This is an optimization exercise on Yosys and OpenROAD, whose aim is small area and a short achievable clock period, not a production implementation.
In this exercise RTL edits were held to simulation tests only and were not proved equivalent to the original.
Power figures rest on the tool's default switching activity, not on a simulated workload.

==> flow/flow/run.sh <==
#!/bin/bash
# The standard layout (standard.sh, all ORFS steps), with three changes:
# - synthesis leaves the adders to abc (ADDER_MAP_FILE empty: no full/half
#   adder cells are extracted; registers are untouched);
# - the ports are buffered with the smallest buffer (buf_1);
# - repair_timing aims for 14 ns of setup slack, which makes it size up the
#   critical paths although the 32 ns clock is met.
# All of the tools' output goes to standard.log; ORFS's own logs stay under
# orfs/logs.
export BUFFER_PORTS_ARGS="-buffer_cell sky130_fd_sc_hd__buf_1"
bash standard.sh ADDER_MAP_FILE= SETUP_SLACK_MARGIN=14.5 finish > standard.log 2>&1
==> flow/config.mk <==
export PLATFORM = sky130hd
export DESIGN_NAME = ALU_TOP
export DESIGN_NICKNAME = ALU_TOP
export VERILOG_FILES = /design/flow/design.v
export SDC_FILE = /design/flow/constraint.sdc
export NUM_CORES = 4
export LEC_CHECK = 0
export ABC_AREA = 1
export CAP_MARGIN = 20
export CORE_MARGIN = 2
export CORE_UTILIZATION = 40
export CTS_BUF_LIST = sky130_fd_sc_hd__clkbuf_8
export SLEW_MARGIN = 20
==> flow/design.v <==
module ALU_TOP #(parameter Width = 16)
(
  input  [Width-1:0] A,
  input  [Width-1:0] B,
  input  [3:0]       ALU_FUN,
  input              CLK,
  input              RST,
  output [Width-1:0] Arith_OUT,
  output             Arith_Flag,
  output             Carry_OUT,
  output [Width-1:0] Logic_Out,
  output             Logic_Flag,
  output [Width-1:0] CMP_OUT,
  output             CMP_Flag,
  output             Shift_Flag,
  output [Width-1:0] Shift_OUT
);
  wire mul1 = (ALU_FUN == 4'b0010);
  wire div1 = (ALU_FUN == 4'b0011);
  wire s1 = ~ALU_FUN[2] & (ALU_FUN[0] | ALU_FUN[3]);
  wire [15:0] bx1 = B ^ {16{s1}};
  wire [16:0] bz1;
  assign bz1[0] = 1'b1;
  assign bz1[1] = bz1[0] & ~B[15];
  assign bz1[2] = bz1[1] & ~B[14];
  assign bz1[3] = bz1[2] & ~B[13];
  assign bz1[4] = bz1[3] & ~B[12];
  assign bz1[5] = bz1[4] & ~B[11];
  assign bz1[6] = bz1[5] & ~B[10];
  assign bz1[7] = bz1[6] & ~B[9];
  assign bz1[8] = bz1[7] & ~B[8];
  assign bz1[9] = bz1[8] & ~B[7];
  assign bz1[10] = bz1[9] & ~B[6];
  assign bz1[11] = bz1[10] & ~B[5];
  assign bz1[12] = bz1[11] & ~B[4];
  assign bz1[13] = bz1[12] & ~B[3];
  assign bz1[14] = bz1[13] & ~B[2];
  assign bz1[15] = bz1[14] & ~B[1];
  assign bz1[16] = bz1[15] & ~B[0];
  wire r15_a = A[15] & ~mul1;
  wire [0:0] r15_t = r15_a;
  wire [0:0] r15_p = r15_t ^ bx1[0:0];
  wire [0:0] r15_g = r15_t & bx1[0:0];
  wire r15_G1 = r15_g[0] | (r15_p[0] & s1);
  wire [0:0] r15_s;
  assign r15_s[0] = r15_p[0] ^ s1;
  wire r15_c = r15_G1;
  wire r15_sel = (mul1 & A[15]) | (div1 & bz1[15] & r15_c);
  wire [0:0] r15_r = r15_sel ? r15_s : r15_t;
  wire r14_a = A[14] & ~mul1;
  wire [1:0] r14_t = {r15_r[0:0], r14_a};
  wire [1:0] r14_p = r14_t ^ bx1[1:0];
  wire [1:0] r14_g = r14_t & bx1[1:0];
  wire r14_G1 = r14_g[0] | (r14_p[0] & s1);
  wire r14_G2 = r14_g[1] | (r14_p[1] & r14_G1);
  wire [1:0] r14_s;
  assign r14_s[0] = r14_p[0] ^ s1;
  assign r14_s[1] = r14_p[1] ^ r14_G1;
  wire r14_c = r14_G2;
  wire r14_sel = (mul1 & A[14]) | (div1 & bz1[14] & r14_c);
  wire [1:0] r14_r = r14_sel ? r14_s : r14_t;
  wire r13_a = A[13] & ~mul1;
  wire [2:0] r13_t = {r14_r[1:0], r13_a};
  wire [2:0] r13_p = r13_t ^ bx1[2:0];
  wire [2:0] r13_g = r13_t & bx1[2:0];
  wire r13_G1 = r13_g[0] | (r13_p[0] & s1);
  wire r13_G2 = r13_g[2] | (r13_p[2] & r13_g[1]);
  wire r13_P2 = r13_p[2] & r13_p[1];
  wire r13_G3 = r13_G2 | (r13_P2 & r13_G1);
  wire r13_G4 = r13_g[1] | (r13_p[1] & r13_G1);
  wire [2:0] r13_s;
  assign r13_s[0] = r13_p[0] ^ s1;
  assign r13_s[1] = r13_p[1] ^ r13_G1;
  assign r13_s[2] = r13_p[2] ^ r13_G4;
  wire r13_c = r13_G3;
  wire r13_sel = (mul1 & A[13]) | (div1 & bz1[13] & r13_c);
  wire [2:0] r13_r = r13_sel ? r13_s : r13_t;
  wire r12_a = A[12] & ~mul1;
  wire [3:0] r12_t = {r13_r[2:0], r12_a};
  wire [3:0] r12_p = r12_t ^ bx1[3:0];
  wire [3:0] r12_g = r12_t & bx1[3:0];
  wire r12_G1 = r12_g[0] | (r12_p[0] & s1);
  wire r12_G2 = r12_g[2] | (r12_p[2] & r12_g[1]);
  wire r12_P2 = r12_p[2] & r12_p[1];
  wire r12_G3 = r12_G2 | (r12_P2 & r12_G1);
  wire r12_G4 = r12_g[1] | (r12_p[1] & r12_G1);
  wire r12_G5 = r12_g[3] | (r12_p[3] & r12_G3);
  wire [3:0] r12_s;
  assign r12_s[0] = r12_p[0] ^ s1;
  assign r12_s[1] = r12_p[1] ^ r12_G1;
  assign r12_s[2] = r12_p[2] ^ r12_G4;
  assign r12_s[3] = r12_p[3] ^ r12_G3;
  wire r12_c = r12_G5;
  wire r12_sel = (mul1 & A[12]) | (div1 & bz1[12] & r12_c);
  wire [3:0] r12_r = r12_sel ? r12_s : r12_t;
  wire r11_a = A[11] & ~mul1;
  wire [4:0] r11_t = {r12_r[3:0], r11_a};
  wire [4:0] r11_p = r11_t ^ bx1[4:0];
  wire [4:0] r11_g = r11_t & bx1[4:0];
  wire r11_G1 = r11_g[0] | (r11_p[0] & s1);
  wire r11_G2 = r11_g[2] | (r11_p[2] & r11_g[1]);
  wire r11_P2 = r11_p[2] & r11_p[1];
  wire r11_G3 = r11_g[4] | (r11_p[4] & r11_g[3]);
  wire r11_P3 = r11_p[4] & r11_p[3];
  wire r11_G4 = r11_G2 | (r11_P2 & r11_G1);
  wire r11_G5 = r11_G3 | (r11_P3 & r11_G4);
  wire r11_G6 = r11_g[1] | (r11_p[1] & r11_G1);
  wire r11_G7 = r11_g[3] | (r11_p[3] & r11_G4);
  wire [4:0] r11_s;
  assign r11_s[0] = r11_p[0] ^ s1;
  assign r11_s[1] = r11_p[1] ^ r11_G1;
  assign r11_s[2] = r11_p[2] ^ r11_G6;
  assign r11_s[3] = r11_p[3] ^ r11_G4;
  assign r11_s[4] = r11_p[4] ^ r11_G7;
  wire r11_c = r11_G5;
  wire r11_sel = (mul1 & A[11]) | (div1 & bz1[11] & r11_c);
  wire [4:0] r11_r = r11_sel ? r11_s : r11_t;
  wire r10_a = A[10] & ~mul1;
  wire [5:0] r10_t = {r11_r[4:0], r10_a};
  wire [5:0] r10_p = r10_t ^ bx1[5:0];
  wire [5:0] r10_g = r10_t & bx1[5:0];
  wire r10_G1 = r10_g[0] | (r10_p[0] & s1);
  wire r10_G2 = r10_g[2] | (r10_p[2] & r10_g[1]);
  wire r10_P2 = r10_p[2] & r10_p[1];
  wire r10_G3 = r10_g[4] | (r10_p[4] & r10_g[3]);
  wire r10_P3 = r10_p[4] & r10_p[3];
  wire r10_G4 = r10_G2 | (r10_P2 & r10_G1);
  wire r10_G5 = r10_G3 | (r10_P3 & r10_G4);
  wire r10_G6 = r10_g[1] | (r10_p[1] & r10_G1);
  wire r10_G7 = r10_g[3] | (r10_p[3] & r10_G4);
  wire r10_G8 = r10_g[5] | (r10_p[5] & r10_G5);
  wire [5:0] r10_s;
  assign r10_s[0] = r10_p[0] ^ s1;
  assign r10_s[1] = r10_p[1] ^ r10_G1;
  assign r10_s[2] = r10_p[2] ^ r10_G6;
  assign r10_s[3] = r10_p[3] ^ r10_G4;
  assign r10_s[4] = r10_p[4] ^ r10_G7;
  assign r10_s[5] = r10_p[5] ^ r10_G5;
  wire r10_c = r10_G8;
  wire r10_sel = (mul1 & A[10]) | (div1 & bz1[10] & r10_c);
  wire [5:0] r10_r = r10_sel ? r10_s : r10_t;
  wire r9_a = A[9] & ~mul1;
  wire [6:0] r9_t = {r10_r[5:0], r9_a};
  wire [6:0] r9_p = r9_t ^ bx1[6:0];
  wire [6:0] r9_g = r9_t & bx1[6:0];
  wire r9_G1 = r9_g[0] | (r9_p[0] & s1);
  wire r9_G2 = r9_g[2] | (r9_p[2] & r9_g[1]);
  wire r9_P2 = r9_p[2] & r9_p[1];
  wire r9_G3 = r9_g[4] | (r9_p[4] & r9_g[3]);
  wire r9_P3 = r9_p[4] & r9_p[3];
  wire r9_G4 = r9_g[6] | (r9_p[6] & r9_g[5]);
  wire r9_P4 = r9_p[6] & r9_p[5];
  wire r9_G5 = r9_G2 | (r9_P2 & r9_G1);
  wire r9_G6 = r9_G4 | (r9_P4 & r9_G3);
  wire r9_P6 = r9_P4 & r9_P3;
  wire r9_G7 = r9_G6 | (r9_P6 & r9_G5);
  wire r9_G8 = r9_G3 | (r9_P3 & r9_G5);
  wire r9_G9 = r9_g[1] | (r9_p[1] & r9_G1);
  wire r9_G10 = r9_g[3] | (r9_p[3] & r9_G5);
  wire r9_G11 = r9_g[5] | (r9_p[5] & r9_G8);
  wire [6:0] r9_s;
  assign r9_s[0] = r9_p[0] ^ s1;
  assign r9_s[1] = r9_p[1] ^ r9_G1;
  assign r9_s[2] = r9_p[2] ^ r9_G9;
  assign r9_s[3] = r9_p[3] ^ r9_G5;
  assign r9_s[4] = r9_p[4] ^ r9_G10;
  assign r9_s[5] = r9_p[5] ^ r9_G8;
  assign r9_s[6] = r9_p[6] ^ r9_G11;
  wire r9_c = r9_G7;
  wire r9_sel = (mul1 & A[9]) | (div1 & bz1[9] & r9_c);
  wire [6:0] r9_r = r9_sel ? r9_s : r9_t;
  wire r8_a = A[8] & ~mul1;
  wire [7:0] r8_t = {r9_r[6:0], r8_a};
  wire [7:0] r8_p = r8_t ^ bx1[7:0];
  wire [7:0] r8_g = r8_t & bx1[7:0];
  wire r8_G1 = r8_g[0] | (r8_p[0] & s1);
  wire r8_G2 = r8_g[2] | (r8_p[2] & r8_g[1]);
  wire r8_P2 = r8_p[2] & r8_p[1];
  wire r8_G3 = r8_g[4] | (r8_p[4] & r8_g[3]);
  wire r8_P3 = r8_p[4] & r8_p[3];
  wire r8_G4 = r8_g[6] | (r8_p[6] & r8_g[5]);
  wire r8_P4 = r8_p[6] & r8_p[5];
  wire r8_G5 = r8_G2 | (r8_P2 & r8_G1);
  wire r8_G6 = r8_G4 | (r8_P4 & r8_G3);
  wire r8_P6 = r8_P4 & r8_P3;
  wire r8_G7 = r8_G6 | (r8_P6 & r8_G5);
  wire r8_G8 = r8_G3 | (r8_P3 & r8_G5);
  wire r8_G9 = r8_g[1] | (r8_p[1] & r8_G1);
  wire r8_G10 = r8_g[3] | (r8_p[3] & r8_G5);
  wire r8_G11 = r8_g[5] | (r8_p[5] & r8_G8);
  wire r8_G12 = r8_g[7] | (r8_p[7] & r8_G7);
  wire [7:0] r8_s;
  assign r8_s[0] = r8_p[0] ^ s1;
  assign r8_s[1] = r8_p[1] ^ r8_G1;
  assign r8_s[2] = r8_p[2] ^ r8_G9;
  assign r8_s[3] = r8_p[3] ^ r8_G5;
  assign r8_s[4] = r8_p[4] ^ r8_G10;
  assign r8_s[5] = r8_p[5] ^ r8_G8;
  assign r8_s[6] = r8_p[6] ^ r8_G11;
  assign r8_s[7] = r8_p[7] ^ r8_G7;
  wire r8_c = r8_G12;
  wire r8_sel = (mul1 & A[8]) | (div1 & bz1[8] & r8_c);
  wire [7:0] r8_r = r8_sel ? r8_s : r8_t;
  wire r7_a = A[7] & ~mul1;
  wire [8:0] r7_t = {r8_r[7:0], r7_a};
  wire [8:0] r7_p = r7_t ^ bx1[8:0];
  wire [8:0] r7_g = r7_t & bx1[8:0];
  wire r7_G1 = r7_g[0] | (r7_p[0] & s1);
  wire r7_G2 = r7_g[2] | (r7_p[2] & r7_g[1]);
  wire r7_P2 = r7_p[2] & r7_p[1];
  wire r7_G3 = r7_g[4] | (r7_p[4] & r7_g[3]);
  wire r7_P3 = r7_p[4] & r7_p[3];
  wire r7_G4 = r7_g[6] | (r7_p[6] & r7_g[5]);
  wire r7_P4 = r7_p[6] & r7_p[5];
  wire r7_G5 = r7_g[8] | (r7_p[8] & r7_g[7]);
  wire r7_P5 = r7_p[8] & r7_p[7];
  wire r7_G6 = r7_G2 | (r7_P2 & r7_G1);
  wire r7_G7 = r7_G4 | (r7_P4 & r7_G3);
  wire r7_P7 = r7_P4 & r7_P3;
  wire r7_G8 = r7_G7 | (r7_P7 & r7_G6);
  wire r7_G9 = r7_G3 | (r7_P3 & r7_G6);
  wire r7_G10 = r7_G5 | (r7_P5 & r7_G8);
  wire r7_G11 = r7_g[1] | (r7_p[1] & r7_G1);
  wire r7_G12 = r7_g[3] | (r7_p[3] & r7_G6);
  wire r7_G13 = r7_g[5] | (r7_p[5] & r7_G9);
  wire r7_G14 = r7_g[7] | (r7_p[7] & r7_G8);
  wire [8:0] r7_s;
  assign r7_s[0] = r7_p[0] ^ s1;
  assign r7_s[1] = r7_p[1] ^ r7_G1;
  assign r7_s[2] = r7_p[2] ^ r7_G11;
  assign r7_s[3] = r7_p[3] ^ r7_G6;
  assign r7_s[4] = r7_p[4] ^ r7_G12;
  assign r7_s[5] = r7_p[5] ^ r7_G9;
  assign r7_s[6] = r7_p[6] ^ r7_G13;
  assign r7_s[7] = r7_p[7] ^ r7_G8;
  assign r7_s[8] = r7_p[8] ^ r7_G14;
  wire r7_c = r7_G10;
  wire r7_sel = (mul1 & A[7]) | (div1 & bz1[7] & r7_c);
  wire [8:0] r7_r = r7_sel ? r7_s : r7_t;
  reg [15:0]   BXr;   
  reg [6:0]  Alo;
  reg [8:0] Rr;    
  reg [15:7]   Qr;
  reg [1:0]    Fr;
  reg fA, fL, fC, fS;
  always @(posedge CLK) begin
    BXr <= bx1;
    Alo <= A[6:0];
    Rr  <= r7_r;
    Qr  <= {r15_sel, r14_sel, r13_sel, r12_sel, r11_sel, r10_sel, r9_sel, r8_sel, r7_sel};
    Fr  <= ALU_FUN[1:0];
  end
  always @(posedge CLK or negedge RST) begin
    if (!RST) begin
      fA <= 1'b0; fL <= 1'b0; fC <= 1'b0; fS <= 1'b0;
    end else begin
      fA <= (ALU_FUN[3:2] == 2'b00);
      fL <= (ALU_FUN[3:2] == 2'b01);
      fC <= (ALU_FUN[3:2] == 2'b10);
      fS <= (ALU_FUN[3:2] == 2'b11);
    end
  end
  wire add2 = fA & (Fr == 2'b00);
  wire sub2 = fA & (Fr == 2'b01);
  wire mul2 = fA & (Fr == 2'b10);
  wire div2 = fA & (Fr == 2'b11);
  wire sr = Fr[0] | fC;
  wire [16:0] bz2;
  assign bz2[0] = 1'b1;
  assign bz2[1] = bz2[0] & BXr[15];
  assign bz2[2] = bz2[1] & BXr[14];
  assign bz2[3] = bz2[2] & BXr[13];
  assign bz2[4] = bz2[3] & BXr[12];
  assign bz2[5] = bz2[4] & BXr[11];
  assign bz2[6] = bz2[5] & BXr[10];
  assign bz2[7] = bz2[6] & BXr[9];
  assign bz2[8] = bz2[7] & BXr[8];
  assign bz2[9] = bz2[8] & BXr[7];
  assign bz2[10] = bz2[9] & BXr[6];
  assign bz2[11] = bz2[10] & BXr[5];
  assign bz2[12] = bz2[11] & BXr[4];
  assign bz2[13] = bz2[12] & BXr[3];
  assign bz2[14] = bz2[13] & BXr[2];
  assign bz2[15] = bz2[14] & BXr[1];
  assign bz2[16] = bz2[15] & BXr[0];
  wire [15:0] Alo16 = {9'b0, Alo};
  wire r6_a = Alo16[6] & ~mul2;
  wire [9:0] r6_t = {Rr[8:0], r6_a};
  wire [9:0] r6_p = r6_t ^ BXr[9:0];
  wire [9:0] r6_g = r6_t & BXr[9:0];
  wire r6_G1 = r6_g[0] | (r6_p[0] & sr);
  wire r6_G2 = r6_g[2] | (r6_p[2] & r6_g[1]);
  wire r6_P2 = r6_p[2] & r6_p[1];
  wire r6_G3 = r6_g[4] | (r6_p[4] & r6_g[3]);
  wire r6_P3 = r6_p[4] & r6_p[3];
  wire r6_G4 = r6_g[6] | (r6_p[6] & r6_g[5]);
  wire r6_P4 = r6_p[6] & r6_p[5];
  wire r6_G5 = r6_g[8] | (r6_p[8] & r6_g[7]);
  wire r6_P5 = r6_p[8] & r6_p[7];
  wire r6_G6 = r6_G2 | (r6_P2 & r6_G1);
  wire r6_G7 = r6_G4 | (r6_P4 & r6_G3);
  wire r6_P7 = r6_P4 & r6_P3;
  wire r6_G8 = r6_G7 | (r6_P7 & r6_G6);
  wire r6_G9 = r6_G3 | (r6_P3 & r6_G6);
  wire r6_G10 = r6_G5 | (r6_P5 & r6_G8);
  wire r6_G11 = r6_g[1] | (r6_p[1] & r6_G1);
  wire r6_G12 = r6_g[3] | (r6_p[3] & r6_G6);
  wire r6_G13 = r6_g[5] | (r6_p[5] & r6_G9);
  wire r6_G14 = r6_g[7] | (r6_p[7] & r6_G8);
  wire r6_G15 = r6_g[9] | (r6_p[9] & r6_G10);
  wire [9:0] r6_s;
  assign r6_s[0] = r6_p[0] ^ sr;
  assign r6_s[1] = r6_p[1] ^ r6_G1;
  assign r6_s[2] = r6_p[2] ^ r6_G11;
  assign r6_s[3] = r6_p[3] ^ r6_G6;
  assign r6_s[4] = r6_p[4] ^ r6_G12;
  assign r6_s[5] = r6_p[5] ^ r6_G9;
  assign r6_s[6] = r6_p[6] ^ r6_G13;
  assign r6_s[7] = r6_p[7] ^ r6_G8;
  assign r6_s[8] = r6_p[8] ^ r6_G14;
  assign r6_s[9] = r6_p[9] ^ r6_G10;
  wire r6_c = r6_G15;
  wire r6_sel = (mul2 & Alo16[6]) | (div2 & bz2[6] & r6_c);
  wire [9:0] r6_r = r6_sel ? r6_s : r6_t;
  wire r5_a = Alo16[5] & ~mul2;
  wire [10:0] r5_t = {r6_r[9:0], r5_a};
  wire [10:0] r5_p = r5_t ^ BXr[10:0];
  wire [10:0] r5_g = r5_t & BXr[10:0];
  wire r5_G1 = r5_g[0] | (r5_p[0] & sr);
  wire r5_G2 = r5_g[2] | (r5_p[2] & r5_g[1]);
  wire r5_P2 = r5_p[2] & r5_p[1];
  wire r5_G3 = r5_g[4] | (r5_p[4] & r5_g[3]);
  wire r5_P3 = r5_p[4] & r5_p[3];
  wire r5_G4 = r5_g[6] | (r5_p[6] & r5_g[5]);
  wire r5_P4 = r5_p[6] & r5_p[5];
  wire r5_G5 = r5_g[8] | (r5_p[8] & r5_g[7]);
  wire r5_P5 = r5_p[8] & r5_p[7];
  wire r5_G6 = r5_g[10] | (r5_p[10] & r5_g[9]);
  wire r5_P6 = r5_p[10] & r5_p[9];
  wire r5_G7 = r5_G2 | (r5_P2 & r5_G1);
  wire r5_G8 = r5_G4 | (r5_P4 & r5_G3);
  wire r5_P8 = r5_P4 & r5_P3;
  wire r5_G9 = r5_G6 | (r5_P6 & r5_G5);
  wire r5_P9 = r5_P6 & r5_P5;
  wire r5_G10 = r5_G8 | (r5_P8 & r5_G7);
  wire r5_G11 = r5_G9 | (r5_P9 & r5_G10);
  wire r5_G12 = r5_G3 | (r5_P3 & r5_G7);
  wire r5_G13 = r5_G5 | (r5_P5 & r5_G10);
  wire r5_G14 = r5_g[1] | (r5_p[1] & r5_G1);
  wire r5_G15 = r5_g[3] | (r5_p[3] & r5_G7);
  wire r5_G16 = r5_g[5] | (r5_p[5] & r5_G12);
  wire r5_G17 = r5_g[7] | (r5_p[7] & r5_G10);
  wire r5_G18 = r5_g[9] | (r5_p[9] & r5_G13);
  wire [10:0] r5_s;
  assign r5_s[0] = r5_p[0] ^ sr;
  assign r5_s[1] = r5_p[1] ^ r5_G1;
  assign r5_s[2] = r5_p[2] ^ r5_G14;
  assign r5_s[3] = r5_p[3] ^ r5_G7;
  assign r5_s[4] = r5_p[4] ^ r5_G15;
  assign r5_s[5] = r5_p[5] ^ r5_G12;
  assign r5_s[6] = r5_p[6] ^ r5_G16;
  assign r5_s[7] = r5_p[7] ^ r5_G10;
  assign r5_s[8] = r5_p[8] ^ r5_G17;
  assign r5_s[9] = r5_p[9] ^ r5_G13;
  assign r5_s[10] = r5_p[10] ^ r5_G18;
  wire r5_c = r5_G11;
  wire r5_sel = (mul2 & Alo16[5]) | (div2 & bz2[5] & r5_c);
  wire [10:0] r5_r = r5_sel ? r5_s : r5_t;
  wire r4_a = Alo16[4] & ~mul2;
  wire [11:0] r4_t = {r5_r[10:0], r4_a};
  wire [11:0] r4_p = r4_t ^ BXr[11:0];
  wire [11:0] r4_g = r4_t & BXr[11:0];
  wire r4_G1 = r4_g[0] | (r4_p[0] & sr);
  wire r4_G2 = r4_g[2] | (r4_p[2] & r4_g[1]);
  wire r4_P2 = r4_p[2] & r4_p[1];
  wire r4_G3 = r4_g[4] | (r4_p[4] & r4_g[3]);
  wire r4_P3 = r4_p[4] & r4_p[3];
  wire r4_G4 = r4_g[6] | (r4_p[6] & r4_g[5]);
  wire r4_P4 = r4_p[6] & r4_p[5];
  wire r4_G5 = r4_g[8] | (r4_p[8] & r4_g[7]);
  wire r4_P5 = r4_p[8] & r4_p[7];
  wire r4_G6 = r4_g[10] | (r4_p[10] & r4_g[9]);
  wire r4_P6 = r4_p[10] & r4_p[9];
  wire r4_G7 = r4_G2 | (r4_P2 & r4_G1);
  wire r4_G8 = r4_G4 | (r4_P4 & r4_G3);
  wire r4_P8 = r4_P4 & r4_P3;
  wire r4_G9 = r4_G6 | (r4_P6 & r4_G5);
  wire r4_P9 = r4_P6 & r4_P5;
  wire r4_G10 = r4_G8 | (r4_P8 & r4_G7);
  wire r4_G11 = r4_G9 | (r4_P9 & r4_G10);
  wire r4_G12 = r4_G3 | (r4_P3 & r4_G7);
  wire r4_G13 = r4_G5 | (r4_P5 & r4_G10);
  wire r4_G14 = r4_g[1] | (r4_p[1] & r4_G1);
  wire r4_G15 = r4_g[3] | (r4_p[3] & r4_G7);
  wire r4_G16 = r4_g[5] | (r4_p[5] & r4_G12);
  wire r4_G17 = r4_g[7] | (r4_p[7] & r4_G10);
  wire r4_G18 = r4_g[9] | (r4_p[9] & r4_G13);
  wire r4_G19 = r4_g[11] | (r4_p[11] & r4_G11);
  wire [11:0] r4_s;
  assign r4_s[0] = r4_p[0] ^ sr;
  assign r4_s[1] = r4_p[1] ^ r4_G1;
  assign r4_s[2] = r4_p[2] ^ r4_G14;
  assign r4_s[3] = r4_p[3] ^ r4_G7;
  assign r4_s[4] = r4_p[4] ^ r4_G15;
  assign r4_s[5] = r4_p[5] ^ r4_G12;
  assign r4_s[6] = r4_p[6] ^ r4_G16;
  assign r4_s[7] = r4_p[7] ^ r4_G10;
  assign r4_s[8] = r4_p[8] ^ r4_G17;
  assign r4_s[9] = r4_p[9] ^ r4_G13;
  assign r4_s[10] = r4_p[10] ^ r4_G18;
  assign r4_s[11] = r4_p[11] ^ r4_G11;
  wire r4_c = r4_G19;
  wire r4_sel = (mul2 & Alo16[4]) | (div2 & bz2[4] & r4_c);
  wire [11:0] r4_r = r4_sel ? r4_s : r4_t;
  wire r3_a = Alo16[3] & ~mul2;
  wire [12:0] r3_t = {r4_r[11:0], r3_a};
  wire [12:0] r3_p = r3_t ^ BXr[12:0];
  wire [12:0] r3_g = r3_t & BXr[12:0];
  wire r3_G1 = r3_g[0] | (r3_p[0] & sr);
  wire r3_G2 = r3_g[2] | (r3_p[2] & r3_g[1]);
  wire r3_P2 = r3_p[2] & r3_p[1];
  wire r3_G3 = r3_g[4] | (r3_p[4] & r3_g[3]);
  wire r3_P3 = r3_p[4] & r3_p[3];
  wire r3_G4 = r3_g[6] | (r3_p[6] & r3_g[5]);
  wire r3_P4 = r3_p[6] & r3_p[5];
  wire r3_G5 = r3_g[8] | (r3_p[8] & r3_g[7]);
  wire r3_P5 = r3_p[8] & r3_p[7];
  wire r3_G6 = r3_g[10] | (r3_p[10] & r3_g[9]);
  wire r3_P6 = r3_p[10] & r3_p[9];
  wire r3_G7 = r3_g[12] | (r3_p[12] & r3_g[11]);
  wire r3_P7 = r3_p[12] & r3_p[11];
  wire r3_G8 = r3_G2 | (r3_P2 & r3_G1);
  wire r3_G9 = r3_G4 | (r3_P4 & r3_G3);
  wire r3_P9 = r3_P4 & r3_P3;
  wire r3_G10 = r3_G6 | (r3_P6 & r3_G5);
  wire r3_P10 = r3_P6 & r3_P5;
  wire r3_G11 = r3_G9 | (r3_P9 & r3_G8);
  wire r3_G12 = r3_G10 | (r3_P10 & r3_G11);
  wire r3_G13 = r3_G3 | (r3_P3 & r3_G8);
  wire r3_G14 = r3_G5 | (r3_P5 & r3_G11);
  wire r3_G15 = r3_G7 | (r3_P7 & r3_G12);
  wire r3_G16 = r3_g[1] | (r3_p[1] & r3_G1);
  wire r3_G17 = r3_g[3] | (r3_p[3] & r3_G8);
  wire r3_G18 = r3_g[5] | (r3_p[5] & r3_G13);
  wire r3_G19 = r3_g[7] | (r3_p[7] & r3_G11);
  wire r3_G20 = r3_g[9] | (r3_p[9] & r3_G14);
  wire r3_G21 = r3_g[11] | (r3_p[11] & r3_G12);
  wire [12:0] r3_s;
  assign r3_s[0] = r3_p[0] ^ sr;
  assign r3_s[1] = r3_p[1] ^ r3_G1;
  assign r3_s[2] = r3_p[2] ^ r3_G16;
  assign r3_s[3] = r3_p[3] ^ r3_G8;
  assign r3_s[4] = r3_p[4] ^ r3_G17;
  assign r3_s[5] = r3_p[5] ^ r3_G13;
  assign r3_s[6] = r3_p[6] ^ r3_G18;
  assign r3_s[7] = r3_p[7] ^ r3_G11;
  assign r3_s[8] = r3_p[8] ^ r3_G19;
  assign r3_s[9] = r3_p[9] ^ r3_G14;
  assign r3_s[10] = r3_p[10] ^ r3_G20;
  assign r3_s[11] = r3_p[11] ^ r3_G12;
  assign r3_s[12] = r3_p[12] ^ r3_G21;
  wire r3_c = r3_G15;
  wire r3_sel = (mul2 & Alo16[3]) | (div2 & bz2[3] & r3_c);
  wire [12:0] r3_r = r3_sel ? r3_s : r3_t;
  wire r2_a = Alo16[2] & ~mul2;
  wire [13:0] r2_t = {r3_r[12:0], r2_a};
  wire [13:0] r2_p = r2_t ^ BXr[13:0];
  wire [13:0] r2_g = r2_t & BXr[13:0];
  wire r2_G1 = r2_g[0] | (r2_p[0] & sr);
  wire r2_G2 = r2_g[2] | (r2_p[2] & r2_g[1]);
  wire r2_P2 = r2_p[2] & r2_p[1];
  wire r2_G3 = r2_g[4] | (r2_p[4] & r2_g[3]);
  wire r2_P3 = r2_p[4] & r2_p[3];
  wire r2_G4 = r2_g[6] | (r2_p[6] & r2_g[5]);
  wire r2_P4 = r2_p[6] & r2_p[5];
  wire r2_G5 = r2_g[8] | (r2_p[8] & r2_g[7]);
  wire r2_P5 = r2_p[8] & r2_p[7];
  wire r2_G6 = r2_g[10] | (r2_p[10] & r2_g[9]);
  wire r2_P6 = r2_p[10] & r2_p[9];
  wire r2_G7 = r2_g[12] | (r2_p[12] & r2_g[11]);
  wire r2_P7 = r2_p[12] & r2_p[11];
  wire r2_G8 = r2_G2 | (r2_P2 & r2_G1);
  wire r2_G9 = r2_G4 | (r2_P4 & r2_G3);
  wire r2_P9 = r2_P4 & r2_P3;
  wire r2_G10 = r2_G6 | (r2_P6 & r2_G5);
  wire r2_P10 = r2_P6 & r2_P5;
  wire r2_G11 = r2_G9 | (r2_P9 & r2_G8);
  wire r2_G12 = r2_G10 | (r2_P10 & r2_G11);
  wire r2_G13 = r2_G3 | (r2_P3 & r2_G8);
  wire r2_G14 = r2_G5 | (r2_P5 & r2_G11);
  wire r2_G15 = r2_G7 | (r2_P7 & r2_G12);
  wire r2_G16 = r2_g[1] | (r2_p[1] & r2_G1);
  wire r2_G17 = r2_g[3] | (r2_p[3] & r2_G8);
  wire r2_G18 = r2_g[5] | (r2_p[5] & r2_G13);
  wire r2_G19 = r2_g[7] | (r2_p[7] & r2_G11);
  wire r2_G20 = r2_g[9] | (r2_p[9] & r2_G14);
  wire r2_G21 = r2_g[11] | (r2_p[11] & r2_G12);
  wire r2_G22 = r2_g[13] | (r2_p[13] & r2_G15);
  wire [13:0] r2_s;
  assign r2_s[0] = r2_p[0] ^ sr;
  assign r2_s[1] = r2_p[1] ^ r2_G1;
  assign r2_s[2] = r2_p[2] ^ r2_G16;
  assign r2_s[3] = r2_p[3] ^ r2_G8;
  assign r2_s[4] = r2_p[4] ^ r2_G17;
  assign r2_s[5] = r2_p[5] ^ r2_G13;
  assign r2_s[6] = r2_p[6] ^ r2_G18;
  assign r2_s[7] = r2_p[7] ^ r2_G11;
  assign r2_s[8] = r2_p[8] ^ r2_G19;
  assign r2_s[9] = r2_p[9] ^ r2_G14;
  assign r2_s[10] = r2_p[10] ^ r2_G20;
  assign r2_s[11] = r2_p[11] ^ r2_G12;
  assign r2_s[12] = r2_p[12] ^ r2_G21;
  assign r2_s[13] = r2_p[13] ^ r2_G15;
  wire r2_c = r2_G22;
  wire r2_sel = (mul2 & Alo16[2]) | (div2 & bz2[2] & r2_c);
  wire [13:0] r2_r = r2_sel ? r2_s : r2_t;
  wire r1_a = Alo16[1] & ~mul2;
  wire [14:0] r1_t = {r2_r[13:0], r1_a};
  wire [14:0] r1_p = r1_t ^ BXr[14:0];
  wire [14:0] r1_g = r1_t & BXr[14:0];
  wire r1_G1 = r1_g[0] | (r1_p[0] & sr);
  wire r1_G2 = r1_g[2] | (r1_p[2] & r1_g[1]);
  wire r1_P2 = r1_p[2] & r1_p[1];
  wire r1_G3 = r1_g[4] | (r1_p[4] & r1_g[3]);
  wire r1_P3 = r1_p[4] & r1_p[3];
  wire r1_G4 = r1_g[6] | (r1_p[6] & r1_g[5]);
  wire r1_P4 = r1_p[6] & r1_p[5];
  wire r1_G5 = r1_g[8] | (r1_p[8] & r1_g[7]);
  wire r1_P5 = r1_p[8] & r1_p[7];
  wire r1_G6 = r1_g[10] | (r1_p[10] & r1_g[9]);
  wire r1_P6 = r1_p[10] & r1_p[9];
  wire r1_G7 = r1_g[12] | (r1_p[12] & r1_g[11]);
  wire r1_P7 = r1_p[12] & r1_p[11];
  wire r1_G8 = r1_g[14] | (r1_p[14] & r1_g[13]);
  wire r1_P8 = r1_p[14] & r1_p[13];
  wire r1_G9 = r1_G2 | (r1_P2 & r1_G1);
  wire r1_G10 = r1_G4 | (r1_P4 & r1_G3);
  wire r1_P10 = r1_P4 & r1_P3;
  wire r1_G11 = r1_G6 | (r1_P6 & r1_G5);
  wire r1_P11 = r1_P6 & r1_P5;
  wire r1_G12 = r1_G8 | (r1_P8 & r1_G7);
  wire r1_P12 = r1_P8 & r1_P7;
  wire r1_G13 = r1_G10 | (r1_P10 & r1_G9);
  wire r1_G14 = r1_G12 | (r1_P12 & r1_G11);
  wire r1_P14 = r1_P12 & r1_P11;
  wire r1_G15 = r1_G14 | (r1_P14 & r1_G13);
  wire r1_G16 = r1_G11 | (r1_P11 & r1_G13);
  wire r1_G17 = r1_G3 | (r1_P3 & r1_G9);
  wire r1_G18 = r1_G5 | (r1_P5 & r1_G13);
  wire r1_G19 = r1_G7 | (r1_P7 & r1_G16);
  wire r1_G20 = r1_g[1] | (r1_p[1] & r1_G1);
  wire r1_G21 = r1_g[3] | (r1_p[3] & r1_G9);
  wire r1_G22 = r1_g[5] | (r1_p[5] & r1_G17);
  wire r1_G23 = r1_g[7] | (r1_p[7] & r1_G13);
  wire r1_G24 = r1_g[9] | (r1_p[9] & r1_G18);
  wire r1_G25 = r1_g[11] | (r1_p[11] & r1_G16);
  wire r1_G26 = r1_g[13] | (r1_p[13] & r1_G19);
  wire [14:0] r1_s;
  assign r1_s[0] = r1_p[0] ^ sr;
  assign r1_s[1] = r1_p[1] ^ r1_G1;
  assign r1_s[2] = r1_p[2] ^ r1_G20;
  assign r1_s[3] = r1_p[3] ^ r1_G9;
  assign r1_s[4] = r1_p[4] ^ r1_G21;
  assign r1_s[5] = r1_p[5] ^ r1_G17;
  assign r1_s[6] = r1_p[6] ^ r1_G22;
  assign r1_s[7] = r1_p[7] ^ r1_G13;
  assign r1_s[8] = r1_p[8] ^ r1_G23;
  assign r1_s[9] = r1_p[9] ^ r1_G18;
  assign r1_s[10] = r1_p[10] ^ r1_G24;
  assign r1_s[11] = r1_p[11] ^ r1_G16;
  assign r1_s[12] = r1_p[12] ^ r1_G25;
  assign r1_s[13] = r1_p[13] ^ r1_G19;
  assign r1_s[14] = r1_p[14] ^ r1_G26;
  wire r1_c = r1_G15;
  wire r1_sel = (mul2 & Alo16[1]) | (div2 & bz2[1] & r1_c);
  wire [14:0] r1_r = r1_sel ? r1_s : r1_t;
  wire r0_a = Alo16[0] & ~mul2;
  wire [15:0] r0_t = {r1_r[14:0], r0_a};
  wire [15:0] r0_p = r0_t ^ BXr[15:0];
  wire [15:0] r0_g = r0_t & BXr[15:0];
  wire r0_G1 = r0_g[0] | (r0_p[0] & sr);
  wire r0_G2 = r0_g[2] | (r0_p[2] & r0_g[1]);
  wire r0_P2 = r0_p[2] & r0_p[1];
  wire r0_G3 = r0_g[4] | (r0_p[4] & r0_g[3]);
  wire r0_P3 = r0_p[4] & r0_p[3];
  wire r0_G4 = r0_g[6] | (r0_p[6] & r0_g[5]);
  wire r0_P4 = r0_p[6] & r0_p[5];
  wire r0_G5 = r0_g[8] | (r0_p[8] & r0_g[7]);
  wire r0_P5 = r0_p[8] & r0_p[7];
  wire r0_G6 = r0_g[10] | (r0_p[10] & r0_g[9]);
  wire r0_P6 = r0_p[10] & r0_p[9];
  wire r0_G7 = r0_g[12] | (r0_p[12] & r0_g[11]);
  wire r0_P7 = r0_p[12] & r0_p[11];
  wire r0_G8 = r0_g[14] | (r0_p[14] & r0_g[13]);
  wire r0_P8 = r0_p[14] & r0_p[13];
  wire r0_G9 = r0_G2 | (r0_P2 & r0_G1);
  wire r0_G10 = r0_G4 | (r0_P4 & r0_G3);
  wire r0_P10 = r0_P4 & r0_P3;
  wire r0_G11 = r0_G6 | (r0_P6 & r0_G5);
  wire r0_P11 = r0_P6 & r0_P5;
  wire r0_G12 = r0_G8 | (r0_P8 & r0_G7);
  wire r0_P12 = r0_P8 & r0_P7;
  wire r0_G13 = r0_G10 | (r0_P10 & r0_G9);
  wire r0_G14 = r0_G12 | (r0_P12 & r0_G11);
  wire r0_P14 = r0_P12 & r0_P11;
  wire r0_G15 = r0_G14 | (r0_P14 & r0_G13);
  wire r0_G16 = r0_G11 | (r0_P11 & r0_G13);
  wire r0_G17 = r0_G3 | (r0_P3 & r0_G9);
  wire r0_G18 = r0_G5 | (r0_P5 & r0_G13);
  wire r0_G19 = r0_G7 | (r0_P7 & r0_G16);
  wire r0_G20 = r0_g[1] | (r0_p[1] & r0_G1);
  wire r0_G21 = r0_g[3] | (r0_p[3] & r0_G9);
  wire r0_G22 = r0_g[5] | (r0_p[5] & r0_G17);
  wire r0_G23 = r0_g[7] | (r0_p[7] & r0_G13);
  wire r0_G24 = r0_g[9] | (r0_p[9] & r0_G18);
  wire r0_G25 = r0_g[11] | (r0_p[11] & r0_G16);
  wire r0_G26 = r0_g[13] | (r0_p[13] & r0_G19);
  wire r0_G27 = r0_g[15] | (r0_p[15] & r0_G15);
  wire [15:0] r0_s;
  assign r0_s[0] = r0_p[0] ^ sr;
  assign r0_s[1] = r0_p[1] ^ r0_G1;
  assign r0_s[2] = r0_p[2] ^ r0_G20;
  assign r0_s[3] = r0_p[3] ^ r0_G9;
  assign r0_s[4] = r0_p[4] ^ r0_G21;
  assign r0_s[5] = r0_p[5] ^ r0_G17;
  assign r0_s[6] = r0_p[6] ^ r0_G22;
  assign r0_s[7] = r0_p[7] ^ r0_G13;
  assign r0_s[8] = r0_p[8] ^ r0_G23;
  assign r0_s[9] = r0_p[9] ^ r0_G18;
  assign r0_s[10] = r0_p[10] ^ r0_G24;
  assign r0_s[11] = r0_p[11] ^ r0_G16;
  assign r0_s[12] = r0_p[12] ^ r0_G25;
  assign r0_s[13] = r0_p[13] ^ r0_G19;
  assign r0_s[14] = r0_p[14] ^ r0_G26;
  assign r0_s[15] = r0_p[15] ^ r0_G15;
  wire r0_c = r0_G27;
  wire r0_sel = (mul2 & Alo16[0]) | (div2 & bz2[0] & r0_c) | add2 | sub2;
  wire r0_rsel = (mul2 & Alo16[0]) | add2 | sub2;
  wire [15:0] r0_r = r0_rsel ? r0_s : r0_t;
  wire [15:0] Ar = {Rr, Alo};    
  assign Arith_OUT  = div2 ? {Qr, r6_sel, r5_sel, r4_sel, r3_sel, r2_sel, r1_sel, r0_sel} : (fA ? r0_r : 16'b0);
  assign Arith_Flag = fA;
  assign Carry_OUT  = add2 & r0_c;
  reg [15:0] lo;    
  always @(*) begin
    case (Fr)
      2'b00: lo = Ar & BXr;
      2'b01: lo = Ar | BXr;
      2'b10: lo = ~(Ar & BXr);
      default: lo = ~(Ar | BXr);
    endcase
  end
  assign Logic_Out  = fL ? lo : 16'b0;
  assign Logic_Flag = fL;
  wire eq = &(r0_t ^ BXr);
  wire ge = r0_c;
  wire gt = ge & ~eq;
  wire lt = ~ge;
  wire [1:0] cmp = (Fr == 2'b01) ? {1'b0, eq} :
                   (Fr == 2'b10) ? {gt, 1'b0} :
                   (Fr == 2'b11) ? {lt, lt} : 2'b00;
  assign CMP_OUT  = {14'b0, fC ? cmp : 2'b00};
  assign CMP_Flag = fC;
  reg [15:0] sh;
  always @(*) begin
    case (Fr)
      2'b00: sh = Ar >> 1;
      2'b01: sh = Ar << 1;
      2'b10: sh = BXr >> 1;      
      default: sh = BXr << 1;
    endcase
  end
  assign Shift_OUT  = fS ? sh : 16'b0;
  assign Shift_Flag = fS;
endmodule
==> flow/constraint.sdc <==
create_clock -name core_clock -period 32.0 [get_ports {CLK}]
set_input_delay 6.4000 -clock core_clock [delete_from_list [all_inputs] [get_ports {CLK}]]
set_output_delay 6.4000 -clock core_clock [all_outputs]
set_load 0.01 [all_outputs]
==> flow/standard.sh <==
#!/bin/bash
# synth_recipe.tcl (not shown) runs the flow's synth.tcl, then flattens the netlist and writes it again
# the make line also repeats each setting of config.mk as NAME=value (left out here)
make -C /OpenROAD-flow-scripts/flow DESIGN_CONFIG=/design/flow/config.mk WORK_HOME=/design/flow/orfs CLKGATE_MAP_FILE= SYNTH_SCRIPT=/design/flow/synth_recipe.tcl "${@:-finish}"
==> impl_metrics.csv, run 1 <==
group,metric,value,unit
floorplanning,die-area,0.02845,sq mm
clock_network,numClockSinks,47,
finish,fin_nets,2248,
yosys,post_synth.cell_area_avg,5.158,sq um
yosys,synth_top_family_by_area,"simple AND/OR/NAND/NOR gates",
placement,globalplace.congestion,0.9849,
global_routing,grt_max_degree,46,
yosys,synth-xor-area-share,7.821,%
yosys,synth_simple_gate_area_share,55.76,%
clock_network,clkTransAtPathRegs,0.09,ns
clock_network,cts_max_level,2,
placement,dpl.cell_count,2495,
yosys,synthArstFlopShare,8.511,%
global_routing,grt_overflow,0,
finish,fin_cells,2553,
floorplanning,start_util,40.47,%
yosys,muxShareOfSynthArea,0,%
clock_network,cts_made_buffers,5,
yosys,synth_seq_cells,47,
setup_path,slowest_stage,"dfxtp_1",
placement,port_buffers,92,
setup_path,worstSetupStartpointType,"flip-flop",
yosys,synth_ff_type,"dfxtp_1",
timing,worst_pin_slew,1.411,ns
floorplanning,row_count,60,
finish,fillers,3004,
global_routing,grt_pass1_wl,61340,um
power_and_ir_drop,p_leak,6.852,nW
yosys,syn_area,0.01085,sq mm
detailed_routing,wire_per_inst,16.32,um
detailed_routing,drtIter0Drc,1204,
clock_network,cts_tree,"yes",
yosys,netlist_instances,2103,
detailed_routing,ant_nets,0,
detailed_routing,drt_wl_total,41680,um
timing,hold_violations,0,
timing,relSlewSlack,5.237,%
timing,final-setup-viol-count,0,
setup_path,end_kind,"output port",
run,drv_cap,0,
detailed_routing,remaining_drc_errors,0,
placement,dpl_cell_area,0.01124,sq mm
floorplanning,boundaryPins,107,
yosys,yosysSeqAreaShare,8.859,%
power_and_ir_drop,peakVddDrop,0.01677,mV
finish,utilization,46.02,%
timing,rsz0062_at_grt,"yes",
global_routing,gr-usage-all-layers,27.33,%
min_path,hp-class,"in2async",
clock_network,root_buffer,"clkbuf_8",
setup_path,cp_common_cell,"nand2_1",
yosys,synth_edf_count,0,
timing,fmax,59.12,MHz
yosys,yosys.area.top_type_share,27.03,%
setup_path,critPathMaxFanout,12,
floorplanning,core,0.02680,sq mm
timing,hold_slack,5.894,ns
finish,fin_area,0.01233,sq mm
finish,drive_gt1_share,13.98,%
placement,dp_hpwl,32370,um
timing,setup_tns,0,ns
setup_path,critPathKind,"reg2out",
timing,period_minus_slack,16.91,ns
detailed_routing,drt-pass1-iter-count,7,
clock_network,cts_buffer_depth,2,
floorplanning,die_w,168.7,um
floorplanning,die_height,168.7,um
yosys,yosysWarnings,1,
clock_network,holdBufCountCts,0,
yosys,synthAdderAreaFrac,0,%
yosys,synth_top_area_cell,"nand2_1",
detailed_routing,vias,13680,
yosys,synth_compound_area_share,13.00,%
setup_path,slowest_delay,0.57,ns
yosys,synth_cell_types,59,
timing,fin_crit_sh,52.85,%
detailed_routing,avgViaCountPerCell,5.358,
global_routing,grt_pass1_vias,11780,
finish,area_delta_synth_final,13.72,%
timing,slew_viol_final,0,
power_and_ir_drop,p_per_area,36.06,mW/mm^2
yosys,ys_top_cells_by_area,"nand2_1 (27%), nand3_1 (13%), inv_1 (8.2%)",
outcome,status,"no timing/DRC/antenna violations",
setup_path,required,25.60,ns
setup_path,critPathArrivalTime,10.51,ns
finish,multi_input_area,0.008965,sq mm
finish,register_area,984.7,sq um
global_routing,antenna_found_initial,2,
report_power, final:
| group | switching [mW] | internal (mW) |
|---|---|---|
| Combinational | 0.222 | 0.109 |
| Clock | 0.0206 | 0.0174 |
| Sequential | 0.0126 | 0.0636 |
worst max-delay path, delay by kind of cell, from the launching register on:
kind | cells | cell delay, ns
buffers and inverters | 8 | 1.11
AND/OR/NAND/NOR | 74 | 7.40
AO/OA/AOI/OAI | 4 | 1.04
flip-flops | 1 | 0.57
registers in the layout, indices dropped and copies added (netlist names):
register  flops
Alo           7
fA            1
fL            1
fC            1
fS            1
Rr            9
Fr            2
Qr            9
BXr          16
cell type report:
cell class	count	area share [%]
multi-input cells	1737	72.68
well taps	341	3.459
inverters	278	8.633
repair buffers	141	6.462
flip-flops and latches	47	7.983
clock buffers	6	0.6695
clock inverters	1	0.07101
diodes	2	0.04058
Yosys cell counts (9+ instances only):
library cell,number
buf_6,13
buf_4,20
nand3_1,291
dfxtp_1,43
nand3b_1,12
a21oi_1,90
nand3_2,17
inv_2,33
o21ai_0,72
xor2_1,69
nand2_1,781
xnor2_1,26
buf_2,13
nor2_1,160
o21ai_1,19
nand4_1,9
inv_1,236
nand2_2,58
clkbuf_1,10
placed cells by master, fill, tap and decap left out, types with 5 or more instances in the layout:
| master | instances |
|---|---|
| nand2_1 | 749 |
| nand3_1 | 276 |
| inv_1 | 234 |
| nor2_1 | 150 |
| buf_1 | 90 |
| a21oi_1 | 88 |
| nand2_2 | 82 |
| o21ai_0 | 71 |
| xor2_1 | 69 |
| buf_4 | 43 |
| dfxtp_1 | 34 |
| inv_2 | 32 |
| nand3_2 | 29 |
| xnor2_1 | 26 |
| nand2_4 | 18 |
| nand2_8 | 14 |
| o21ai_1 | 14 |
| conb_1 | 14 |
| nor2_2 | 13 |
| o21ai_2 | 12 |
| nand3b_1 | 12 |
| nand4_1 | 9 |
| o211ai_1 | 7 |
| o221ai_1 | 7 |
| a21boi_0 | 6 |
| clkinv_1 | 6 |
| clkbuf_8 | 6 |
| dfxtp_4 | 5 |
| nor2_4 | 5 |
| and2_1 | 5 |
| a21oi_2 | 5 |
metal layers:
metal  global-route usage (%)  up-vias  share of wire (%)
met5                        0        -                  0
met4                    14.81        0                5.9
met3                    4.957      140                7.8
met2                    46.86      499                 46
met1                    32.36     6136                 40
li1                         -     6903                  -
kinds of logic after synthesis:
logic type             after synthesis
AO/OA/AOI/OAI                      241
flip-flops                          47
buffers and inverters              345
other                                1
XOR/XNOR                            96
AND/OR/NAND/NOR                   1373
worst max-delay path by stage:
stage / slack, ns / startpoint / endpoint
2_1_floorplan: 17.34 / Fr[0]$_DFF_P_ / Carry_OUT
3_3_place_gp: 14.24 / Fr[0]$_DFF_P_ / Carry_OUT
6_report: 15.09 / BXr[13]$_DFF_P_ / Arith_OUT[14]
4_1_cts: 14.51 / Fr[1]$_DFF_P_ / Carry_OUT
5_1_grt: 14.37 / BXr[8]$_DFF_P_ / Arith_OUT[14]
3_5_place_dp: 13.85 / Fr[0]$_DFF_P_ / Carry_OUT
through the flow:
step / worst slack, ns / power [mW]
6_report: 15.09 / 0.4448
5_1_grt: 14.37 / 0.4857
4_1_cts: 14.51 / 0.4188
3_5_place_dp: 13.85 / 0.3780
3_3_place_gp: 14.24 / 0.3762
2_1_floorplan: 17.34 / 0.3083
what timing repair did:
action | 4_1_cts | 5_1_grt
pin swaps | 2 | 25
setup endpoints to repair | 19 | 29
gates resized for setup | 18 | 116
gates cloned | 1 | 15
setup buffers | 1 | 32
==> run 2: changes to the inputs <==
--- a/flow/flow/run.sh
+++ b/flow/flow/run.sh
@@ -10,2 +10,2 @@
 export BUFFER_PORTS_ARGS="-buffer_cell sky130_fd_sc_hd__buf_1"
-bash standard.sh ADDER_MAP_FILE= SETUP_SLACK_MARGIN=14.5 finish > standard.log 2>&1
+bash standard.sh ADDER_MAP_FILE= SETUP_SLACK_MARGIN=14 RECOVER_POWER=100 finish > standard.log 2>&1
==> impl_metrics.csv, run 2 <==
group,metric,value,unit
outcome,status,"complete, but fails checks",
outcome,so_faults,"capacitance limit, slew limit",
yosys,synth_edf_count,0,
floorplanning,die-area,0.02845,sq mm
yosys,synth_top_family_by_area,"simple AND/OR/NAND/NOR gates",
timing,fin_crit_sh,69.28,%
yosys,synth_compound_area_share,13.00,%
placement,port_buffers,92,
setup_path,end_kind,"output port",
yosys,yosysSeqAreaShare,8.859,%
power_and_ir_drop,p_per_area,37.10,mW/mm^2
power_and_ir_drop,finalPower,425.5,uW
yosys,synth-xor-area-share,7.821,%
floorplanning,die_w,168.7,um
yosys,muxShareOfSynthArea,0,%
clock_network,cts_tree,"yes",
floorplanning,row_count,60,
timing,fmax,45.11,MHz
detailed_routing,remaining_drc_errors,0,
clock_network,clkTransAtPathRegs,0.09,ns
yosys,yosysMostFrequentCell,"nand2_1",
global_routing,grt_max_degree,46,
timing,setup_tns,0,ns
clock_network,numClockSinks,47,
yosys,ys_top_cells_by_area,"nand2_1 (27%), nand3_1 (13%), inv_1 (8.2%)",
detailed_routing,drt-pass1-iter-count,8,
clock_network,cts_max_level,2,
global_routing,grt_pass1_wl,61160,um
floorplanning,core,0.02680,sq mm
timing,worst_pin_slew,1.690,ns
timing,relSlewSlack,-12.68,%
global_routing,grt_overflow,0,
finish,largest-register,"BXr",
yosys,post_synth.cell_area_avg,5.158,sq um
yosys,synth_seq_cells,47,
global_routing,antenna_found_initial,1,
setup_path,critPathTopFamily,"simple AND/OR/NAND/NOR gates",
yosys,yosys.area.top_type_share,27.03,%
global_routing,gr-usage-all-layers,27.27,%
yosys,synth_ff_type,"dfxtp_1",
clock_network,cts_made_buffers,5,
setup_path,path_buf_inv,7,
global_routing,grt_pass1_vias,11730,
detailed_routing,vias,13430,
detailed_routing,drtIter0Drc,1367,
setup_path,required,25.60,ns
power_and_ir_drop,peakVddDrop,0.01813,mV
finish,top_regs,"BXr x16, Qr x9, Rr x9",
setup_path,critPathArrivalTime,15.77,ns
timing,final-setup-viol-count,0,
finish,drive_gt1_share,8.253,%
yosys,synth_simple_gate_area_share,55.76,%
placement,dp_hpwl,32370,um
floorplanning,start_util,40.47,%
min_path,hp-class,"in2async",
finish,area_delta_synth_final,5.721,%
placement,globalplace.congestion,0.9849,
setup_path,cp_common_cell,"nand2_1",
yosys,syn_area,0.01085,sq mm
timing,hold_violations,0,
yosys,synth_cell_types,59,
clock_network,cts_buffer_depth,2,
yosys,synthArstFlopShare,8.511,%
yosys,synth_top_cells_by_count,"nand2_1 (781), nand3_1 (291), inv_1 (236)",
yosys,yosysWarnings,1,
setup_path,slowest_delay,1.21,ns
finish,final_cell_mix,"nand2_1 (799), nand3_1 (288), inv_1 (237)",
setup_path,critPathMaxFanout,45,
finish,final_common_cell,"nand2_1",
timing,period_minus_slack,22.17,ns
floorplanning,die_height,168.7,um
setup_path,slowest_stage,"clkbuf_1",
detailed_routing,avgViaCountPerCell,5.321,
timing,slew_viol_final,46,
setup_path,worstSetupStartpointType,"flip-flop",
run,drv_cap,1,
yosys,netlist_instances,2103,
yosys,synthAdderAreaFrac,0,%
finish,largest_reg_flops,16,
detailed_routing,ant_nets,0,
detailed_routing,wire_per_inst,16.18,um
floorplanning,boundaryPins,107,
power_and_ir_drop,p_leak,6.531,nW
finish,fin_nets,2219,
detailed_routing,drt_wl_total,40830,um
timing,rsz0062_at_grt,"no",
clock_network,root_buffer,"clkbuf_8",
setup_path,critPathKind,"reg2out",
yosys,synth_top_area_cell,"nand2_1",
## run 2: cell counts after synthesis
Identical to the previous run, type by type.
## run 2: layout make-up
type                            instances  area [sq um]
Fill cell                            3102         15330
Multi-Input combinational cell       1730          8368
Inverter                              278          1052
Sequential cell                        47         972.2
Timing Repair Buffer                  119         551.8
Tap cell                              341         426.7
Clock buffer                            6         82.58
Clock inverter                          1         8.758
Antenna cell                            2         5.005
## run 2: logic make-up (layout without fill, tap and decap cells)
| logic type | after synthesis | after routing |
|---|---|---|
| compound gates | 241 | 241 |
| xor+xnor | 96 | 96 |
| other cells | 1 | 16 |
| simple gates | 1373 | 1379 |
| buf+inv | 345 | 404 |
| flops | 47 | 47 |
## run 2: repair_timing
action / 4_1_cts / 5_1_grt
pin swaps: 0 / 10
endpoints found under the hold margin: 0 / 0
gates cloned: 0 / 7
buffers inserted: 0 / 13
endpoints found under the setup margin: 16 / 19
gates resized for setup: 4 / 45
hold buffers: 0 / 0
## run 2: metrics by stage
step	hold WS, ns	worst slack (ns)	area, sq um	util [%]	cells
after detailed placement	6.243	13.85	11240	41.93	2495
after global routing	5.890	8.424	11460	42.77	2522
after floorplan	6.104	17.34	10900	-	2116
after CTS	5.880	14.00	11350	42.37	2502
after global placement	6.241	14.24	11240	41.93	2495
final	5.896	9.831	11470	42.79	2524
## run 2: worst max-delay path by stage
stage / from / to / slack (ns) / cells after the start
3_5_place_dp: Fr[0]$_DFF_P_ / Carry_OUT / 13.85 / 82
6_report: Fr[1]$_DFF_P_ / Arith_OUT[0] / 9.83 / 82
4_1_cts: Fr[0]$_DFF_P_ / Carry_OUT / 14.00 / 82
2_1_floorplan: Fr[0]$_DFF_P_ / Carry_OUT / 17.34 / 95
3_3_place_gp: Fr[0]$_DFF_P_ / Carry_OUT / 14.24 / 82
5_1_grt: Fr[1]$_DFF_P_ / Arith_OUT[0] / 8.42 / 88
## run 2: where the power goes
| part | leakage (nW) | switching [mW] | total, mW | internal (mW) |
|---|---|---|---|---|
| clock | 0.0477 | 0.0205 | 0.0379 | 0.0174 |
| combinational | 6.07 | 0.211 | 0.311 | 0.100 |
| sequential | 0.412 | 0.0129 | 0.0764 | 0.0636 |
## run 2: per-layer routing
layer | up-vias | global-route usage [%] | wire [um]
li1 | 6829 | - | -
met1 | 5956 | 32.56 | 16390
met2 | 504 | 46.61 | 18580
met3 | 142 | 4.606 | 3447
met4 | 0 | 14.92 | 2420
met5 | - | 0 | 0
==> run 3: changes to the inputs <==
--- a/flow/flow/run.sh
+++ b/flow/flow/run.sh
@@ -10,2 +10,2 @@
 export BUFFER_PORTS_ARGS="-buffer_cell sky130_fd_sc_hd__buf_1"
-bash standard.sh ADDER_MAP_FILE= SETUP_SLACK_MARGIN=14 RECOVER_POWER=100 finish > standard.log 2>&1
+bash standard.sh ADDER_MAP_FILE= SETUP_SLACK_MARGIN=13.5 finish > standard.log 2>&1
==> impl_metrics.csv, run 3 <==
group,metric,value,unit
yosys,post_synth.cell_area_avg,5.158,sq um
detailed_routing,wire_per_inst,16.04,um
placement,port_buffers,92,
global_routing,gr-usage-all-layers,27.28,%
timing,hold_violations,0,
yosys,synthAdderAreaFrac,0,%
yosys,yosysMostFrequentCell,"nand2_1",
global_routing,grt_pass1_vias,11740,
clock_network,numClockSinks,47,
power_and_ir_drop,p_leak,6.502,nW
power_and_ir_drop,pwr-share-clk,9.0,%
timing,final-setup-viol-count,0,
global_routing,grt_max_degree,46,
global_routing,antenna_found_initial,1,
clock_network,cts_tree,"yes",
yosys,synth_ff_type,"dfxtp_1",
detailed_routing,drt-pass1-iter-count,6,
power_and_ir_drop,p_per_area,36.80,mW/mm^2
setup_path,critPathMaxFanout,22,
detailed_routing,ant_nets,0,
timing,fmax,56.82,MHz
detailed_routing,vias,13280,
floorplanning,die_w,168.7,um
timing,rsz0062_at_grt,"no",
yosys,synth-xor-area-share,7.821,%
yosys,synth_top_cells_by_count,"nand2_1 (781), nand3_1 (291), inv_1 (236)",
clock_network,root_buffer,"clkbuf_8",
setup_path,critPathKind,"reg2out",
yosys,yosysSeqAreaShare,8.859,%
yosys,synth_simple_gate_area_share,55.76,%
power_and_ir_drop,pwr-share-comb,73.0,%
timing,hold_slack,5.893,ns
outcome,status,"no timing/DRC/antenna violations",
placement,globalplace.congestion,0.9849,
placement,dp_hpwl,32370,um
finish,largest-register,"BXr",
yosys,synth_compound_area_share,13.00,%
setup_path,worstSetupStartpointType,"flip-flop",
clock_network,clkTransAtPathRegs,0.10,ns
setup_path,slowest_stage,"dfxtp_1",
detailed_routing,remaining_drc_errors,0,
yosys,netlist_instances,2103,
detailed_routing,drt_wl_total,40220,um
floorplanning,row_count,60,
finish,final_cell_mix,"nand2_1 (780), nand3_1 (291), inv_1 (236)",
finish,fillers,3089,
yosys,synth_cell_types,59,
yosys,synth_top_family_by_area,"simple AND/OR/NAND/NOR gates",
yosys,yosys.area.top_type_share,27.03,%
power_and_ir_drop,pwr-share-seq,18.0,%
power_and_ir_drop,peakVddDrop,0.01822,mV
finish,area_delta_synth_final,6.068,%
floorplanning,core,0.02680,sq mm
setup_path,critPathArrivalTime,11.20,ns
detailed_routing,drtIter0Drc,1218,
finish,drive_gt1_share,8.684,%
finish,final_common_cell,"nand2_1",
power_and_ir_drop,swShare,57.28,%
finish,multi_input_area,0.008492,sq mm
global_routing,grt_overflow,0,
yosys,syn_area,0.01085,sq mm
floorplanning,start_util,40.47,%
yosys,muxShareOfSynthArea,0,%
power_and_ir_drop,p_int,180.9,uW
yosys,yosysWarnings,1,
finish,largest_reg_flops,16,
clock_network,cts_buffer_depth,2,
timing,relSlewSlack,42.41,%
yosys,ys_top_cells_by_area,"nand2_1 (27%), nand3_1 (13%), inv_1 (8.2%)",
setup_path,end_kind,"output port",
clock_network,cts_max_level,2,
run,drv_cap,0,
detailed_routing,avgViaCountPerCell,5.297,
timing,slew_viol_final,0,
finish,top_regs,"BXr x16, Qr x9, Rr x9",
setup_path,slowest_delay,0.76,ns
timing,worst_pin_slew,0.8618,ns
floorplanning,die_height,168.7,um
min_path,hp-class,"in2async",
yosys,synth_seq_cells,47,
clock_network,cts_made_buffers,5,
timing,fin_crit_sh,55.00,%
global_routing,grt_pass1_wl,61210,um
yosys,synthArstFlopShare,8.511,%
timing,setup_tns,0,ns
finish,register_area,965.9,sq um
floorplanning,die-area,0.02845,sq mm
power_and_ir_drop,p_switching,242.5,uW
yosys,synth_top_area_cell,"nand2_1",
finish,fin_nets,2203,
floorplanning,boundaryPins,107,
timing,period_minus_slack,17.60,ns
yosys,synth_edf_count,0,
setup_path,cp_common_cell,"nand2_1",
setup_path,required,25.60,ns
==> run 3: cell counts after synthesis <==
No cell type changed its count.
==> run 3: worst paths after layout <==
kind	slack, ns	startpoint	to	depth (start not counted)
setup / recovery	14.40	BXr[11]$_DFF_P_	Arith_OUT[0]	77
hold / removal	5.89	RST	fA$_DFF_PN0_	1
max in group asynchronous	25.90	RST	fL$_DFF_PN0_	1
min in group core_clock	6.17	A[0]	Alo[0]$_DFF_P_	1
==> run 3: final cells by class <==
class	count	area share, %
clock inverters	1	0.07613
well taps	341	3.709
clock buffers	6	0.7178
flip-flops and latches	47	8.396
inverters	278	9.114
diodes	1	0.02175
multi-input cells	1726	73.81
repair buffers	107	4.154
==> run 3: per-stage QoR <==
stage	util [%]	total power [mW]	cells	area, sq um	worst slack [ns]
2_1_floorplan	-	0.3083	2116	10900	17.34
3_3_place_gp	41.93	0.3762	2495	11240	14.24
3_5_place_dp	41.93	0.3780	2495	11240	13.85
4_1_cts	42.29	0.4174	2502	11330	13.62
5_1_grt	42.92	0.4651	2506	11500	13.49
6_report	42.93	0.4234	2507	11500	14.40
==> run 3: cell families after synthesis <==
group	Yosys count
AO/OA/AOI/OAI	241
XOR/XNOR	96
buffers and inverters	345
flip-flops	47
other	1
AND/OR/NAND/NOR	1373
==> run 3: power by group through the flow <==
stage / Combinational, mW / Sequential (mW) / Clock [mW]
floorplan: 0.240 / 0.0682 / 0
global placement: 0.299 / 0.0768 / 0
detailed placement: 0.301 / 0.0768 / 0
CTS: 0.302 / 0.0754 / 0.0397
global route: 0.347 / 0.0763 / 0.0419
finish: 0.309 / 0.0760 / 0.0381
==> run 3: worst max-delay path, delay by kind of cell, from the launching register on <==
kind                   cells  cell delay (ns)
buffers and inverters      4             1.03
AO/OA/AOI/OAI              5             1.07
AND/OR/NAND/NOR           68             7.96
flip-flops                 1             0.76
==> run 3: per-layer routing <==
| layer | GRT usage (%) | part of all wire (%) |
|---|---|---|
| met1 | 32.53 | 40 |
| met2 | 46.65 | 46 |
| met3 | 4.653 | 8.4 |
| met4 | 14.92 | 5.7 |
| met5 | 0 | 0 |
==> run 3: timing repair <==
item | in CTS | in global routing
setup endpoints to repair | 1 | 19
pin swaps | 0 | 3
hold buffers | 0 | 0
cloned | 0 | 2
resized for setup | 1 | 24
buffers inserted | 0 | 2

==> separate check: timing with driven ports <==
The flow's constraints put no driver on any port. The routed layouts listed below were extracted and timed again, unchanged, in two steps.
Step 1 (the two cells are an assumption about what drives the block):
set clk [get_ports {CLK}]
set_driving_cell -lib_cell sky130_fd_sc_hd__clkbuf_16 $clk
set_driving_cell -lib_cell sky130_fd_sc_hd__buf_2 [delete_from_list [all_inputs] $clk]
Step 2 adds t to the input delays and takes it off the output delays; t is the mean of the earliest and latest rising clock arrival at the registers after step 1. Input paths then give back, and output paths get back, about the clock's delay inside the block.
a / b / c = ideal ports / drivers / drivers and shift; a / b = the first two.
run | t (ns) | setup slack, ns | worst setup path at the end | clock arrival spread, ns | pins driven straight from the clock port
run 1 | 0.347 | 15.086 / 15.052 / 15.399 | register to output | 0.012 / 0.012 | 1
run 2 | 0.347 | 9.831 / 9.797 / 10.143 | register to output | 0.013 / 0.013 | 1
run 3 | 0.348 | 14.401 / 14.367 / 14.715 | register to output | 0.013 / 0.014 | 1
